Source: an optimization exercise on an open RTL-to-GDS flow (aim: small area, a short achievable clock period and few clock cycles per item). Production flows keep margins and buffers that such runs may drop.
RTL that was checked went through simulation tests only; none was proved equivalent to the original.
No driver is modelled on the clock port, so clocking that relies on it looks cheaper here than on a real chip.

== v6 ==
==> flow/design.v <==
`timescale 1ns / 1ps
module Optical_8x8ctrl_top#(
    parameter       P_BAR       =   1'b0,
    parameter       P_CROSS     =   1'b1,
    parameter       P_DSTWIDTH  =   3   ,
    parameter       P_PORTNUM   =   8   ,
    parameter       P_SWITCHNUM =   4
)(
    input                                   i_clk           ,
    input                                   i_rst           ,
    input  [P_DSTWIDTH*P_PORTNUM - 1:0]     i_8x8_req       ,
    input                                   i_8x8_valid     ,
    output [19:0]                           o_grant_8x8     ,
    output                                  o_grant_valid
);
wire [3:1] w_s;
wire [8:0] w_e0;
wire       w_b3;
wire [5:0] w_d1;
reg  [3:1] r_s;      
reg  [8:0] r_e0;     
reg        r_b3;     
reg  [5:0] r_d1;     
reg        r_valid;
benes8_in u_in (
    .i_req (i_8x8_req),
    .o_s   (w_s),
    .o_e0  (w_e0),
    .o_b3  (w_b3),
    .o_d1  (w_d1)
);
benes8_out u_out (
    .i_s     (r_s),
    .i_e0    ({~r_e0[8:3], r_e0[2:0]}),
    .i_b3    (~r_b3),
    .i_d1    ({~r_d1[5:2], r_d1[1:0]}),
    .o_grant (o_grant_8x8)
);
assign o_grant_valid = r_valid;
always @(posedge i_clk) begin
    r_s  <= w_s;
    r_e0 <= {~w_e0[8:3], w_e0[2:0]};
    r_b3 <= ~w_b3;
    r_d1 <= {~w_d1[5:2], w_d1[1:0]};
end
always @(posedge i_clk or posedge i_rst) begin
    if (i_rst) r_valid <= 1'b0;
    else       r_valid <= i_8x8_valid;
end
endmodule
module benes8_in(
    input  [23:0] i_req,
    output [3:1]  o_s,
    output [8:0]  o_e0,
    output        o_b3,
    output [5:0]  o_d1
);
wire [2:0] dst [0:7];
wire [1:0] D   [0:7];
genvar gi;
generate
    for (gi = 0; gi < 8; gi = gi + 1) begin : g_in
        assign dst[gi] = i_req[3*gi +: 3];
        assign D[gi]   = i_req[3*gi+1 +: 2];
    end
endgenerate
wire e02 = D[0] == D[2], e04 = D[0] == D[4], e05 = D[0] == D[5];
wire e13 = D[1] == D[3], e14 = D[1] == D[4], e15 = D[1] == D[5], e17 = D[1] == D[7];
wire e24 = D[2] == D[4], e25 = D[2] == D[5], e27 = D[2] == D[7];
wire e34 = D[3] == D[4], e35 = D[3] == D[5], e37 = D[3] == D[7];
wire e47 = D[4] == D[7], e57 = D[5] == D[7];
wire s1 = e13 | e02 | (e15 & e34) | (e14 & e35) | (e25 & e04) | (e24 & e05);
wire s2_0 = e04 | e15 | e24 | e35;
wire s2_1 = e04 | e15 | e34 | e25;
wire s3_0 = e17 | e37 | (e47 & s2_0) | (e57 & ~s2_0);
wire s3_1 = e17 | e27 | (e47 & s2_1) | (e57 & ~s2_1);
wire s2 = s1 ? s2_1 : s2_0;
wire s3 = s1 ? s3_1 : s3_0;
wire [4:0] pass2 = s2 ? {D[4], dst[5]} : {D[5], dst[4]};
assign o_s     = {s3, s2, s1};
assign o_e0    = {pass2[2:0], s1 ? dst[3] : dst[2], dst[0]};
assign o_d1    = {pass2[4:3], s1 ? D[2] : D[3], D[1]};
assign o_b3    = s3 ? dst[7][0] : dst[6][0];
endmodule
module benes4_route(
    input  [5:0] d,
    output [5:0] g,
    output [3:0] z0, z1, z2, z3
);
genvar i;
generate
    for (i = 0; i < 3; i = i + 1) begin : g_dec
        assign z0[i] = d[2*i +: 2] == 2'd0;
        assign z1[i] = d[2*i +: 2] == 2'd1;
        assign z2[i] = d[2*i +: 2] == 2'd2;
        assign z3[i] = d[2*i +: 2] == 2'd3;
    end
endgenerate
assign z0[3] = ~(z0[0] | z0[1] | z0[2]);
assign z1[3] = ~(z1[0] | z1[1] | z1[2]);
assign z2[3] = ~(z2[0] | z2[1] | z2[2]);
assign z3[3] = ~(z3[0] | z3[1] | z3[2]);
assign g[0] = ~z0[0];
assign g[1] = ~z0[0] & ~z0[1];
assign g[3] = z0[3];
assign g[2] = z0[0] ? d[3] : d[1];
assign g[4] = (d[1] & d[3]) | z1[3];
assign g[5] = d[1] ? d[0] : (d[3] ? d[2] : d[4]);
endmodule
module benes8_out(
    input  [3:1] i_s,
    input  [8:0] i_e0,
    input        i_b3,
    input  [5:0] i_d1,
    output [19:0] o_grant
);
wire [5:0] g0, g1;
wire [3:0] z0, z1, z2, z3;
wire [3:0] y0, y1, y2, y3;
benes4_route u_sub0 (
    .d  ({i_e0[8:7], i_e0[5:4], i_e0[2:1]}),
    .g  (g0), .z0 (z0), .z1 (z1), .z2 (z2), .z3 (z3)
);
benes4_route u_sub1 (
    .d  (i_d1),
    .g  (g1), .z0 (y0), .z1 (y1), .z2 (y2), .z3 (y3)
);
wire [3:0] b = {i_b3, i_e0[6], i_e0[3], i_e0[0]};
wire [3:0] go;
assign go[0] = |(z0 & b);
assign go[1] = |(z1 & b);
assign go[2] = |(z2 & b);
assign go[3] = |(z3 & b);
assign o_grant = {go, i_s, 1'b0, g1, g0};
endmodule
export LEC_CHECK = 0
export CAP_MARGIN = 20
export CORE_AREA = 2 2 64 64
export DIE_AREA = 0 0 66 66
export SLEW_MARGIN = 20
create_clock -name core_clock -period 19.0 [get_ports {i_clk}]
standard.sh (not shown) runs the stock make flow with config.mk's settings and CLKGATE_MAP_FILE= SYNTH_SCRIPT=/design/flow/synth_recipe.tcl, a recipe that flattens the netlist after the stock synthesis.
==> flow/flow/run.sh <==
#!/bin/bash
set -euo pipefail
cd "$(dirname "$0")/.."
W=$(pwd)
export BUFFER_PORTS_ARGS="-buffer_cell sky130_fd_sc_hd__buf_2"
export POST_GLOBAL_PLACE_TCL=$W/flow/outbuf.tcl
export POST_CTS_TCL=$W/flow/size.tcl
export CTS_ARGS="-sink_clustering_enable -repair_clock_nets -buf_list {sky130_fd_sc_hd__clkbuf_4} -root_buf sky130_fd_sc_hd__clkbuf_4 -dont_use_dummy_load"
bash standard.sh > flow.log 2>&1
Other scripts of this flow, unchanged in this note and not shown: flow/flow/outbuf.tcl, flow/flow/size.tcl
Testbench counts of v6, summed over its fixed seeds: cycles 2,048, items 2,048.
Input changes introduced in v7 (baseline for comparison: v6):
==> flow/design.v, changed modules only <==
module benes8_out(
    input  [3:1] i_s,
    input  [8:0] i_e0,
    input        i_b3,
    input  [5:0] i_d1,
    output [19:0] o_grant
);
wire [5:0] g0, g1;
wire [3:0] z0, z1, z2, z3;
wire [3:0] y0, y1, y2, y3;
benes4_route u_sub0 (
    .d  ({i_e0[8:7], i_e0[5:4], i_e0[2:1]}),
    .g  (g0), .z0 (z0), .z1 (z1), .z2 (z2), .z3 (z3)
);
benes4_route u_sub1 (
    .d  (i_d1),
    .g  (g1), .z0 (y0), .z1 (y1), .z2 (y2), .z3 (y3)
);
wire [2:0] c = {i_e0[6], i_e0[3], i_e0[0]} ^ {3{i_b3}};
wire [3:0] go;
assign go[0] = i_b3 ^ |(z0[2:0] & c);
assign go[1] = i_b3 ^ |(z1[2:0] & c);
assign go[2] = i_b3 ^ |(z2[2:0] & c);
assign go[3] = i_b3 ^ |(z3[2:0] & c);
assign o_grant = {go, i_s, 1'b0, g1, g0};
endmodule
When v7 is measured against v6, its final area turns out 4.5% higher.
Compared to v6, v7 leaves less free space in the core.
When v7 is measured against v6, its final critical-path setup slack turns out 82 ps higher.
Delta (v7 minus v6): sequential share of layout area fell by 1.2 points, vias per cell rose by 1.3%, maximum frequency from static timing analysis rose by 1.6%.
The compound-cell area share of the yosys netlist of v7 is lower than that of v6.
Comparing v7 and v6, the higher sequential share of the synthesized area was measured on v6.
Detailed-routed wire length on met3 is lower on v7
Diff v6 -> v7: routing usage on met2 has increased, number of combinational gates with multiple inputs climbed 11, area of placed instances has increased.
Only the layout flow was run in v7; the RTL was not checked for function there.

separate check: timing with driven ports:
Ports are ideal in the flow. The routed layouts listed here were re-timed in OpenROAD.
Step 1 assumes that a clkbuf_16 drives the clock port and a buf_2 every other input.
Step 2 moves the port delays by t, midway between the first and last clock arrival at a register: inputs arrive t later, outputs are due t later. That takes back most of the time a late clock gives input paths.
a / b / c = no drivers / after step 1 / after step 2; a / b = the first two.
| run | t (ns) | slack for setup (ns) | worst data-port slew with drivers (ns) | cell pins on the clock port's net |
|---|---|---|---|---|
| v6 | 0.303 | 13.649 / 13.628 / 13.385 | 0.03 | 1 |
| v7 | 0.301 | 13.732 / 13.722 / 13.431 | 0.03 | 1 |
After both steps setup and hold are still met in every run listed. The setup slack of v7, which loses most, moves by -0.010 ns with the drivers and by -0.301 ns with both steps.
